This design comes from an exercise in tuning for small area, a short achievable clock period and few clock cycles on the open sky130 flow, not from production work.

==> run E <==
==> flow/design.v <==
module JAM (
input CLK,
input RST,
output [2:0] W,
output [2:0] J,
input [6:0] Cost,
output [3:0] MatchCount,
output [9:0] MinCost,
output Valid );
reg        dfs, done;    
reg        srt;          
reg        first;        
reg  [6:0] p;            
reg  [6:0] mn;           
reg  [6:0] bf [0:7];     
reg        addp;         
reg        addc;         
reg  [9:0] base;         
reg  [6:0] rm [0:7];     
reg  [6:0] cm [0:7];     
reg  [7:0] zc [0:7];     
reg  [2:0] row [0:7];    
reg  [7:0] sk;           
reg  [7:0] wsr;          
reg        sw;           
reg        sk0;          
reg  [3:0] zkr [0:7];    
reg  [6:0] R  [0:7];     
reg  [2:0] js [0:7];     
reg  [7:0] used;         
reg  [7:0] L;            
reg  [7:0] jo;           
reg        ev;           
reg        st;           
reg        fix;          
reg [11:0] G;            
reg [11:0] Gq;           
reg [11:0] T;            
reg  [9:0] best;
reg  [3:0] cnt;
assign MinCost = best;
assign MatchCount = cnt;
assign Valid = done;
integer i;
function [12:0] fadd(input [11:0] a, input [11:0] b, input cin);
    reg [11:0] g, q, gg, pp, c;
    integer k, m;
    begin
        g = a & b;
        q = a ^ b;
        gg = g; pp = q;
        for (k = 1; k < 12; k = k * 2)
            for (m = 11; m >= k; m = m - 1) begin
                gg[m] = gg[m] | (pp[m] & gg[m-k]);
                pp[m] = pp[m] & pp[m-k];
            end
        c[0] = cin;
        for (m = 1; m < 12; m = m + 1) c[m] = gg[m-1] | (pp[m-1] & cin);
        fadd = {gg[11] | (pp[11] & cin), q ^ c};
    end
endfunction
function [7:0] lowbit(input [7:0] m);
    lowbit = m & (~m + 8'd1);
endfunction
function [2:0] enc(input [7:0] oh);
    enc = {|(oh & 8'hf0), |(oh & 8'hcc), |(oh & 8'haa)};
endfunction
function [7:0] above(input [7:0] oh);    
    integer k;
    begin
        above[0] = 1'b0;
        for (k = 1; k < 8; k = k + 1) above[k] = above[k-1] | oh[k-1];
    end
endfunction
wire [7:0] Lc   = {L[6:0], L[7]};
wire [7:0] Lp   = {L[0], L[7:1]};
wire [7:0] Lpp  = {L[1:0], L[7:2]};
wire [7:0] Lppp = {L[2:0], L[7:3]};
reg [6:0] rmc, rmch, rmp, rmpp, cmc, Rpp, Rppp;
reg [2:0] jp, jpp, wc, wch, wp;
always @(*) begin
    rmc = 7'd0; rmch = 7'd0; rmp = 7'd0; rmpp = 7'd0; cmc = 7'd0; Rpp = 7'd0; Rppp = 7'd0;
    jp = 3'd0; jpp = 3'd0; wc = 3'd0; wch = 3'd0; wp = 3'd0;
    for (i = 0; i < 8; i = i + 1) begin
        rmc  = rmc  | (rm[i] & {7{L[i]}});
        rmch = rmch | (rm[i] & {7{Lc[i]}});
        rmp  = rmp  | (rm[i] & {7{Lp[i]}});
        rmpp = rmpp | (rm[i] & {7{Lpp[i]}});
        cmc  = cmc  | (cm[i] & {7{jo[i]}});
        Rpp  = Rpp  | (R[i]  & {7{Lpp[i]}});
        Rppp = Rppp | (R[i]  & {7{Lppp[i]}});
        jp   = jp   | (js[i] & {3{Lp[i]}});
        jpp  = jpp  | (js[i] & {3{Lpp[i]}});
        wc   = wc   | (row[i] & {3{L[i]}});
        wch  = wch  | (row[i] & {3{Lc[i]}});
        wp   = wp   | (row[i] & {3{Lp[i]}});
    end
end
reg  [7:0] zr_c, zr_ch, zr_p;                        
always @(*) begin
    for (i = 0; i < 8; i = i + 1) begin
        zr_c[i]  = |(zc[i] & L);
        zr_ch[i] = |(zc[i] & Lc);
        zr_p[i]  = |(zc[i] & Lp);
    end
end
wire [7:0] bp  = 8'd1 << jp;
wire [7:0] bpp = 8'd1 << jpp;
wire       red = ~dfs & ~done & ~srt;
wire       rdrow = ~p[6];                            
wire       lastpos = (p[2:0] == 3'd7);
wire [6:0] rmin = ((p[2:0] == 3'd0) | (Cost < mn)) ? Cost : mn;
wire [3:0] wq = p[6:3] - 4'd1;                       
wire [7:0] wqoh = 8'd1 << wq[2:0];
wire [6:0] x = bf[0] - rm[7];
wire       colinit = (wq == 4'd0);
wire       xlt = x < cm[0];
wire [6:0] cmn = (colinit | xlt) ? x : cm[0];
wire [7:0] zcn = (colinit | xlt) ? wqoh : ((x == cm[0]) ? (zc[0] | wqoh) : zc[0]);
wire [6:0] pa = p + {6'd0, ~first};                  
reg [3:0] zk [0:7];
reg [3:0] zcount [0:7];
reg [7:0] placed;
always @(*) begin
    placed[7] = 1'b0;
    for (i = 6; i >= 0; i = i - 1) placed[i] = placed[i+1] | sk[i+1];
    for (i = 0; i < 8; i = i + 1) begin
        zcount[i] = {3'd0, zc[0][i]} + {3'd0, zc[1][i]} + {3'd0, zc[2][i]} + {3'd0, zc[3][i]} +
                    {3'd0, zc[4][i]} + {3'd0, zc[5][i]} + {3'd0, zc[6][i]} + {3'd0, zc[7][i]};
        zk[i] = placed[i] ? 4'd15 : zkr[i];
    end
end
function [6:0] kmin(input [6:0] a, input [6:0] b);    
    kmin = (b[6:3] < a[6:3]) ? b : a;
endfunction
wire [6:0] k01 = kmin({zk[0], 3'd0}, {zk[1], 3'd1});
wire [6:0] k23 = kmin({zk[2], 3'd2}, {zk[3], 3'd3});
wire [6:0] k45 = kmin({zk[4], 3'd4}, {zk[5], 3'd5});
wire [6:0] k67 = kmin({zk[6], 3'd6}, {zk[7], 3'd7});
wire [6:0] kmn = kmin(kmin(k01, k23), kmin(k45, k67));
wire [7:0] ws = wsr;                                 
reg  [6:0] rm_k, rm_w;
reg  [3:0] zk_k, zk_w;
reg  [2:0] row_k, row_w;
reg  [7:0] z_k, z_w;                                 
always @(*) begin
    rm_k = 7'd0; rm_w = 7'd0; row_k = 3'd0; row_w = 3'd0; zk_k = 4'd0; zk_w = 4'd0;
    for (i = 0; i < 8; i = i + 1) begin
        zk_k  = zk_k  | (zkr[i] & {4{sk[i]}});
        zk_w  = zk_w  | (zkr[i] & {4{ws[i]}});
        rm_k  = rm_k  | (rm[i]  & {7{sk[i]}});
        rm_w  = rm_w  | (rm[i]  & {7{ws[i]}});
        row_k = row_k | (row[i] & {3{sk[i]}});
        row_w = row_w | (row[i] & {3{ws[i]}});
    end
end
always @(*) begin
    for (i = 0; i < 8; i = i + 1) begin
        z_k[i] = |(zc[i] & sk);
        z_w[i] = |(zc[i] & ws);
    end
end
wire        phc = ~st & ~|(zr_c & jo);               
wire        php = ~|(zr_p & bp);
wire        sle = ~G[11];
wire        slt = (~G[11] & (|G)) | st;
wire        alp = ~Gq[11] & (|Gq);
wire        Tbig = ~T[11] & (|T[10:7]);
wire [12:0] te  = fadd({5'd0, T[6:0]}, {5'h1f, ~Cost}, 1'b1);    
wire [12:0] tt  = fadd({5'd0, T[6:0]}, {5'h1f, ~Cost}, 1'b0);    
wire        cle = Tbig | ~te[11];
wire        clt = Tbig | ~tt[11];
wire        le  = phc ? cle : sle;
wire        lt  = phc ? clt : slt;
wire [12:0] slx = fadd(T, {5'h1f, ~Cost}, 1'b1);     
wire [11:0] sl  = phc ? slx[11:0] : G;               
wire [12:0] vx  = fadd({2'b00, best}, ~sl, 1'b1);
wire [9:0]  v   = vx[9:0];                            
wire        leaf = L[7];
wire        lfe = ev & leaf;
wire        imp = lfe & lt;                           
wire [7:0] fch = ~used & ~jo;
wire [7:0] m0c = zr_ch & fch;
wire [7:0] m1c = ~zr_ch & fch;
wire       f0c = |m0c;
wire       f1c = |m1c;
wire [7:0] ohc = f0c ? lowbit(m0c) : lowbit(m1c);
wire       desc = ev & ~leaf & le & (f0c | (lt & f1c));
wire [7:0] acu = st ? 8'hff : above(jo);
wire [7:0] m0s = phc ? 8'd0 : (zr_c & ~used & acu);
wire [7:0] m1s = ~zr_c & ~used & (phc ? acu : 8'hff) & {8{slt}};
wire       f0s = |m0s;
wire       fs  = f0s | (|m1s);
wire [7:0] ohs = f0s ? lowbit(m0s) : lowbit(m1s);
wire [7:0] fpa = ~(used & ~bp);
wire [7:0] apa = above(bp);
wire [7:0] m0p = php ? 8'd0 : (zr_p & fpa & apa);
wire [7:0] m1p = ~zr_p & fpa & (php ? apa : 8'hff) & {8{alp}};
wire       f0p = |m0p;
wire       fp  = (f0p | (|m1p)) & ~L[0];
wire [7:0] ohp = f0p ? lowbit(m0p) : lowbit(m1p);
reg  [6:0] cmch, cmnc;
always @(*) begin
    cmch = 7'd0; cmnc = 7'd0;
    for (i = 0; i < 8; i = i + 1) begin
        cmch = cmch | (cm[i] & {7{ohc[i]}});
        cmnc = cmnc | (cm[i] & {7{fs ? ohs[i] : ohp[i]}});
    end
end
wire [12:0] ocx   = fadd({5'd0, rmch}, {5'd0, cmch}, 1'b0);
wire [12:0] Tchx  = fadd(sl, ocx[11:0], 1'b0);        
wire [12:0] hcx   = fadd(G, {5'd0, rmc}, 1'b0);
wire [12:0] hpx   = fadd(Gq, {5'd0, rmp}, 1'b0);
wire [12:0] Tncx  = fadd(fs ? hcx[11:0] : hpx[11:0], {5'd0, cmnc}, 1'b0);
wire [12:0] gppx  = fadd(Gq, {5'd0, Rpp}, 1'b0);     
wire [12:0] gpppx = fadd(gppx[11:0], {5'd0, Rppp}, 1'b0);
wire [12:0] rnx   = fadd(G, ~sl, 1'b1);
wire [11:0] rnew  = rnx[11:0];                        
wire [11:0] g0    = {2'b00, best} - {2'b00, base};
wire [2:0] Wnc = !dfs ? pa[5:3] : (fs ? wc : wp);
wire [2:0] Jnc = !dfs ? pa[2:0] : enc(fs ? ohs : ohp);
assign W = desc ? wch : Wnc;
assign J = desc ? enc(ohc) : Jnc;
always @(posedge CLK) begin
    if (red) begin
        if (!first) begin
            for (i = 0; i < 7; i = i + 1) begin
                bf[i] <= bf[i+1]; cm[i] <= cm[i+1]; zc[i] <= zc[i+1];
            end
            bf[7] <= Cost; cm[7] <= cmn; zc[7] <= zcn;
        end
        if (rdrow) mn <= rmin;
        if (rdrow && lastpos) begin
            for (i = 0; i < 7; i = i + 1) rm[i] <= rm[i+1];
            rm[7] <= rmin;
        end
        for (i = 0; i < 8; i = i + 1) row[i] <= i;
    end else if (srt && sk0) begin
        for (i = 0; i < 8; i = i + 1) zkr[i] <= zcount[i];
    end else if (srt && sw) begin
        for (i = 0; i < 8; i = i + 1) begin
            if (ws[i]) begin
                rm[i] <= rm_k; row[i] <= row_k; zkr[i] <= zk_k;
                for (int j = 0; j < 8; j = j + 1) zc[j][i] <= z_k[j];
            end
            if (sk[i]) begin
                rm[i] <= rm_w; row[i] <= row_w; zkr[i] <= zk_w;
                for (int j = 0; j < 8; j = j + 1) zc[j][i] <= z_w[j];
            end
        end
    end else if (dfs && !fix) begin
        if (desc) begin
            for (i = 0; i < 8; i = i + 1) if (L[i]) R[i] <= rnew[6:0];
            for (i = 0; i < 8; i = i + 1) if (Lc[i]) js[i] <= enc(ohc);
        end else if (imp) begin
        end else if (fs) begin
            for (i = 0; i < 8; i = i + 1) if (L[i]) js[i] <= enc(ohs);
        end else if (fp) begin
            for (i = 0; i < 8; i = i + 1) if (Lp[i]) js[i] <= enc(ohp);
        end
    end
end
always @(posedge CLK or posedge RST) begin
    if (RST) begin
        dfs <= 1'b0; done <= 1'b0; srt <= 1'b0; first <= 1'b1; p <= 7'd0;
        addp <= 1'b0; addc <= 1'b0; base <= 10'd0; sk <= 8'd1; sw <= 1'b0; wsr <= 8'd0; sk0 <= 1'b0;
        L <= 8'd1; used <= 8'd0; jo <= 8'd0;
        ev <= 1'b0; st <= 1'b0; fix <= 1'b0;
        G <= 12'd0; Gq <= 12'd0; T <= 12'd0;
        best <= 10'h3ff; cnt <= 4'd0;
    end else begin
    if (addp | addc) base <= base + {3'd0, addp ? mn : cm[7]};
    if (red) begin
        addp <= rdrow & lastpos;
        addc <= (wq == 4'd7) & ~first;
        first <= 1'b0;
        p <= pa;
        if (p == 7'd71) begin srt <= 1'b1; sk0 <= 1'b1; end
    end else if (srt) begin
        addp <= 1'b0; addc <= 1'b0;
        sk0 <= 1'b0;
        sw <= ~sw & ~sk0;
        wsr <= 8'd1 << kmn[2:0];
        if (sw) sk <= {sk[6:0], sk[7]};
        if (sw && sk[6]) begin
            srt <= 1'b0; dfs <= 1'b1; st <= 1'b1;
            G <= g0;
        end
    end else if (dfs && fix) begin
        fix <= 1'b0;
        Gq <= Gq - G;
    end else if (dfs) begin
        st <= 1'b0;
        fix <= imp;
        if (lfe) begin
            if (lt) begin best <= v; cnt <= 4'd1; end
            else if (le) cnt <= cnt + 4'd1;
        end
        if (desc) begin
            used <= used | jo;
            L <= Lc; jo <= ohc; ev <= 1'b1;
            G <= sl; Gq <= G; T <= Tchx[11:0];
        end else if (imp) begin
            ev <= 1'b0; G <= sl;
        end else if (fs) begin
            jo <= ohs; ev <= 1'b1; T <= Tncx[11:0];
        end else if (fp) begin
            used <= used & ~bp;
            L <= Lp; jo <= ohp; ev <= 1'b1;
            G <= Gq; Gq <= gppx[11:0]; T <= Tncx[11:0];
        end else if (L[0] | L[1]) begin
            done <= 1'b1; dfs <= 1'b0;
        end else begin
            used <= used & ~bp & ~bpp;
            L <= Lpp; jo <= bpp; ev <= 1'b0;
            G <= gppx[11:0]; Gq <= gpppx[11:0];
        end
    end
    end
end
endmodule
==> flow/run.sh <==
#!/bin/bash
# synth_recipe.tcl (not shown) runs the flow's synth.tcl, then flattens the netlist and writes it again
# the make line also repeats each setting of config.mk as NAME=value (left out here)
make -C /OpenROAD-flow-scripts/flow DESIGN_CONFIG=/design/flow/config.mk WORK_HOME=/design/flow/orfs CLKGATE_MAP_FILE= SYNTH_SCRIPT=/design/flow/synth_recipe.tcl finish
==> flow/config.mk <==
export PLATFORM = sky130hd
export DESIGN_NAME = JAM
export DESIGN_NICKNAME = JAM
export VERILOG_FILES = /design/flow/design.v
export SDC_FILE = /design/flow/constraint.sdc
export NUM_CORES = 4
export LEC_CHECK = 0
export CAP_MARGIN = 20
export CORE_MARGIN = 2
export CORE_UTILIZATION = 40
export SLEW_MARGIN = 20
==> flow/constraint.sdc <==
create_clock -name core_clock -period 5.0 [get_ports {CLK}]
set_input_delay 1.0000 -clock core_clock [delete_from_list [all_inputs] [get_ports {CLK}]]
set_output_delay 1.0000 -clock core_clock [all_outputs]
set_load 0.01 [all_outputs]
==> inputs of run M, as changes to run E <==
--- a/flow/design.v
+++ b/flow/design.v
@@ -22,7 +22,7 @@
 reg  [2:0] row [0:7];    
 reg  [7:0] sk;           
+reg        sk0;          
 reg  [7:0] wsr;          
 reg        sw;           
-reg        sk0;          
 reg  [3:0] zkr [0:7];    
 reg  [6:0] R  [0:7];     
@@ -31,4 +31,6 @@
 reg  [7:0] L;            
 reg  [7:0] jo;           
+reg  [7:0] zr_c, zr_ch, zr_p;    
+reg  [7:0] bp;           
 reg        ev;           
 reg        st;           
@@ -78,8 +80,8 @@
 wire [7:0] Lppp = {L[2:0], L[7:3]};
 reg [6:0] rmc, rmch, rmp, rmpp, cmc, Rpp, Rppp;
-reg [2:0] jp, jpp, wc, wch, wp;
+reg [2:0] jpp, jppp, wc, wch, wp;
 always @(*) begin
     rmc = 7'd0; rmch = 7'd0; rmp = 7'd0; rmpp = 7'd0; cmc = 7'd0; Rpp = 7'd0; Rppp = 7'd0;
-    jp = 3'd0; jpp = 3'd0; wc = 3'd0; wch = 3'd0; wp = 3'd0;
+    jpp = 3'd0; jppp = 3'd0; wc = 3'd0; wch = 3'd0; wp = 3'd0;
     for (i = 0; i < 8; i = i + 1) begin
         rmc  = rmc  | (rm[i] & {7{L[i]}});
@@ -90,5 +92,5 @@
         Rpp  = Rpp  | (R[i]  & {7{Lpp[i]}});
         Rppp = Rppp | (R[i]  & {7{Lppp[i]}});
-        jp   = jp   | (js[i] & {3{Lp[i]}});
+        jppp = jppp | (js[i] & {3{Lppp[i]}});
         jpp  = jpp  | (js[i] & {3{Lpp[i]}});
         wc   = wc   | (row[i] & {3{L[i]}});
@@ -97,14 +99,17 @@
     end
 end
-reg  [7:0] zr_c, zr_ch, zr_p;                        
+wire [7:0] Lcc = {L[5:0], L[7:6]};
+reg  [7:0] zr_cc, zr_pp, zr_ppp, zr_0, zr_1;          
 always @(*) begin
     for (i = 0; i < 8; i = i + 1) begin
-        zr_c[i]  = |(zc[i] & L);
-        zr_ch[i] = |(zc[i] & Lc);
-        zr_p[i]  = |(zc[i] & Lp);
+        zr_cc[i]  = |(zc[i] & Lcc);
+        zr_pp[i]  = |(zc[i] & Lpp);
+        zr_ppp[i] = |(zc[i] & Lppp);
+        zr_0[i]   = zc[i][0];
+        zr_1[i]   = zc[i][1];
     end
 end
-wire [7:0] bp  = 8'd1 << jp;
 wire [7:0] bpp = 8'd1 << jpp;
+wire [7:0] bppp = 8'd1 << jppp;
 wire       red = ~dfs & ~done & ~srt;
 wire       rdrow = ~p[6];                            
@@ -131,12 +136,14 @@
     end
 end
-function [6:0] kmin(input [6:0] a, input [6:0] b);    
-    kmin = (b[6:3] < a[6:3]) ? b : a;
-endfunction
-wire [6:0] k01 = kmin({zk[0], 3'd0}, {zk[1], 3'd1});
-wire [6:0] k23 = kmin({zk[2], 3'd2}, {zk[3], 3'd3});
-wire [6:0] k45 = kmin({zk[4], 3'd4}, {zk[5], 3'd5});
-wire [6:0] k67 = kmin({zk[6], 3'd6}, {zk[7], 3'd7});
-wire [6:0] kmn = kmin(kmin(k01, k23), kmin(k45, k67));
+reg [7:0] tc [0:7];
+reg [7:0] cand;
+always @(*) begin
+    for (i = 0; i < 8; i = i + 1)
+        for (int c = 0; c < 8; c = c + 1)
+            tc[c][i] = ~placed[i] & (zkr[i] <= c + 1);
+    cand = tc[7];
+    for (int c = 6; c >= 0; c = c - 1)
+        if (|tc[c]) cand = tc[c];
+end
 wire [7:0] ws = wsr;                                 
 reg  [6:0] rm_k, rm_w;
@@ -200,10 +207,11 @@
 wire       fp  = (f0p | (|m1p)) & ~L[0];
 wire [7:0] ohp = f0p ? lowbit(m0p) : lowbit(m1p);
-reg  [6:0] cmch, cmnc;
+reg  [6:0] cmch, cmsb, cmpa;
 always @(*) begin
-    cmch = 7'd0; cmnc = 7'd0;
+    cmch = 7'd0; cmsb = 7'd0; cmpa = 7'd0;
     for (i = 0; i < 8; i = i + 1) begin
         cmch = cmch | (cm[i] & {7{ohc[i]}});
-        cmnc = cmnc | (cm[i] & {7{fs ? ohs[i] : ohp[i]}});
+        cmsb = cmsb | (cm[i] & {7{ohs[i]}});
+        cmpa = cmpa | (cm[i] & {7{ohp[i]}});
     end
 end
@@ -212,5 +220,6 @@
 wire [12:0] hcx   = fadd(G, {5'd0, rmc}, 1'b0);
 wire [12:0] hpx   = fadd(Gq, {5'd0, rmp}, 1'b0);
-wire [12:0] Tncx  = fadd(fs ? hcx[11:0] : hpx[11:0], {5'd0, cmnc}, 1'b0);
+wire [12:0] Tsbx  = fadd(hcx[11:0], {5'd0, cmsb}, 1'b0);
+wire [12:0] Tpax  = fadd(hpx[11:0], {5'd0, cmpa}, 1'b0);
 wire [12:0] gppx  = fadd(Gq, {5'd0, Rpp}, 1'b0);     
 wire [12:0] gpppx = fadd(gppx[11:0], {5'd0, Rppp}, 1'b0);
@@ -223,10 +232,12 @@
 assign J = desc ? enc(ohc) : Jnc;
 always @(posedge CLK) begin
+    for (i = 0; i < 7; i = i + 1) bf[i] <= bf[i+1];
+    bf[7] <= Cost;
     if (red) begin
         if (!first) begin
             for (i = 0; i < 7; i = i + 1) begin
-                bf[i] <= bf[i+1]; cm[i] <= cm[i+1]; zc[i] <= zc[i+1];
+                cm[i] <= cm[i+1]; zc[i] <= zc[i+1];
             end
-            bf[7] <= Cost; cm[7] <= cmn; zc[7] <= zcn;
+            cm[7] <= cmn; zc[7] <= zcn;
         end
         if (rdrow) mn <= rmin;
@@ -264,8 +275,9 @@
     if (RST) begin
         dfs <= 1'b0; done <= 1'b0; srt <= 1'b0; first <= 1'b1; p <= 7'd0;
-        addp <= 1'b0; addc <= 1'b0; base <= 10'd0; sk <= 8'd1; sw <= 1'b0; wsr <= 8'd0; sk0 <= 1'b0;
+        addp <= 1'b0; addc <= 1'b0; base <= 10'd0; sk <= 8'd1; sk0 <= 1'b0; sw <= 1'b0; wsr <= 8'd0;
         L <= 8'd1; used <= 8'd0; jo <= 8'd0;
         ev <= 1'b0; st <= 1'b0; fix <= 1'b0;
         G <= 12'd0; Gq <= 12'd0; T <= 12'd0;
+        zr_c <= 8'd0; zr_ch <= 8'd0; zr_p <= 8'd0; bp <= 8'd0;
         best <= 10'h3ff; cnt <= 4'd0;
     end else begin
@@ -281,9 +293,10 @@
         sk0 <= 1'b0;
         sw <= ~sw & ~sk0;
-        wsr <= 8'd1 << kmn[2:0];
+        wsr <= lowbit(cand);
         if (sw) sk <= {sk[6:0], sk[7]};
         if (sw && sk[6]) begin
             srt <= 1'b0; dfs <= 1'b1; st <= 1'b1;
             G <= g0;
+            zr_c <= zr_0; zr_ch <= zr_1;
         end
     end else if (dfs && fix) begin
@@ -299,20 +312,23 @@
         if (desc) begin
             used <= used | jo;
-            L <= Lc; jo <= ohc; ev <= 1'b1;
+            L <= Lc; jo <= ohc; ev <= 1'b1; bp <= jo;
+            zr_p <= zr_c; zr_c <= zr_ch; zr_ch <= zr_cc;
             G <= sl; Gq <= G; T <= Tchx[11:0];
         end else if (imp) begin
             ev <= 1'b0; G <= sl;
         end else if (fs) begin
-            jo <= ohs; ev <= 1'b1; T <= Tncx[11:0];
+            jo <= ohs; ev <= 1'b1; T <= Tsbx[11:0];
         end else if (fp) begin
             used <= used & ~bp;
-            L <= Lp; jo <= ohp; ev <= 1'b1;
-            G <= Gq; Gq <= gppx[11:0]; T <= Tncx[11:0];
+            L <= Lp; jo <= ohp; ev <= 1'b1; bp <= bpp;
+            G <= Gq; Gq <= gppx[11:0]; T <= Tpax[11:0];
+            zr_c <= zr_p; zr_ch <= zr_c; zr_p <= zr_pp;
         end else if (L[0] | L[1]) begin
             done <= 1'b1; dfs <= 1'b0;
         end else begin
             used <= used & ~bp & ~bpp;
-            L <= Lpp; jo <= bpp; ev <= 1'b0;
+            L <= Lpp; jo <= bpp; ev <= 1'b0; bp <= bppp;
             G <= gppx[11:0]; Gq <= gpppx[11:0];
+            zr_c <= zr_pp; zr_ch <= zr_p; zr_p <= zr_ppp;
         end
     end
Settings changed: CORE_UTILIZATION 40 to 55, PLACE_DENSITY set to 0.68.
==> qor summary <==
metric                                                                                    run M                     run E
Number of unique standard cell types used by synthesis                                      100                       113
Synthesized-area fraction occupied by ao, oa, aoi and oai cells                           0.287                     0.276
Iteration count of the initial detailed-routing pass                                          9                         7
Number of tap instances                                                                     882                      1176
Final worst-path cycle share                                                               1.06                      1.09
Cell count after synthesis                                                                 4411                      4014
Post-CTS repair timing setup buffer count                                                    40                        86
Highest-delay cell along the critical path                                               nor4_4                   dfrtp_4
Min setup slack post-route                                                            -0.295 ns                 -0.429 ns
Result of the run                                                      finished with violations  finished with violations
Reasons for failing layout checks                                                  setup timing              setup timing
Number of standard-cell rows in the floorplan                                                96                       110
Total of flip-flops plus latches after synthesis                                            525                       493
Number of clock buffers in the layout                                                        86                        68
Sum of routed wire segments on met1                                                     55.8 mm                   62.3 mm
Destination of the critical timing path                                                    J[1]                      J[2]
Clock transition at the registers of the reported paths                                 0.06 ns                   0.07 ns
CP Depth                                                                                     17                        16
DR top layer                                                                               met5                      met4
Start of the worst register-to-register path                                     st$_DFFE_PP0P_          L[2]$_DFFE_PP0P_
Share of flip-flops with an asynchronous set or reset after synthesis                     0.286                     0.239
Starting Density                                                                          0.554                     0.404
Detail Route met3 WL                                                                    16.5 mm                   14.9 mm
No run of this note included a check of the RTL's function; only the layout flow was run.

[static timing again, ports no longer ideal]
The results above use ideal ports. As a check the final layouts listed here were re-extracted and re-timed, cells and wires unchanged. Step 1 (the two cells are an assumption about what drives the block):
set clk [get_ports {CLK}]
set_driving_cell -lib_cell sky130_fd_sc_hd__clkbuf_16 $clk
set_driving_cell -lib_cell sky130_fd_sc_hd__buf_2 [delete_from_list [all_inputs] $clk]
Step 2 also shifts input and output timing later by t, the mid clock arrival at the registers, as if the neighbouring blocks saw the same clock. a / b / c = no drivers / after step 1 / after step 2; a / b = the first two.
run	t, ns	slack for setup (ns)	slew at the worst register clock pin (ns)
run E	0.724	-0.429 / -0.505 / -0.425	0.07 / 0.07
run M	0.717	-0.295 / -0.364 / -0.313	0.07 / 0.07
The setup slack of run M, which loses most, moves by -0.069 ns with the drivers and by -0.018 ns with both steps.
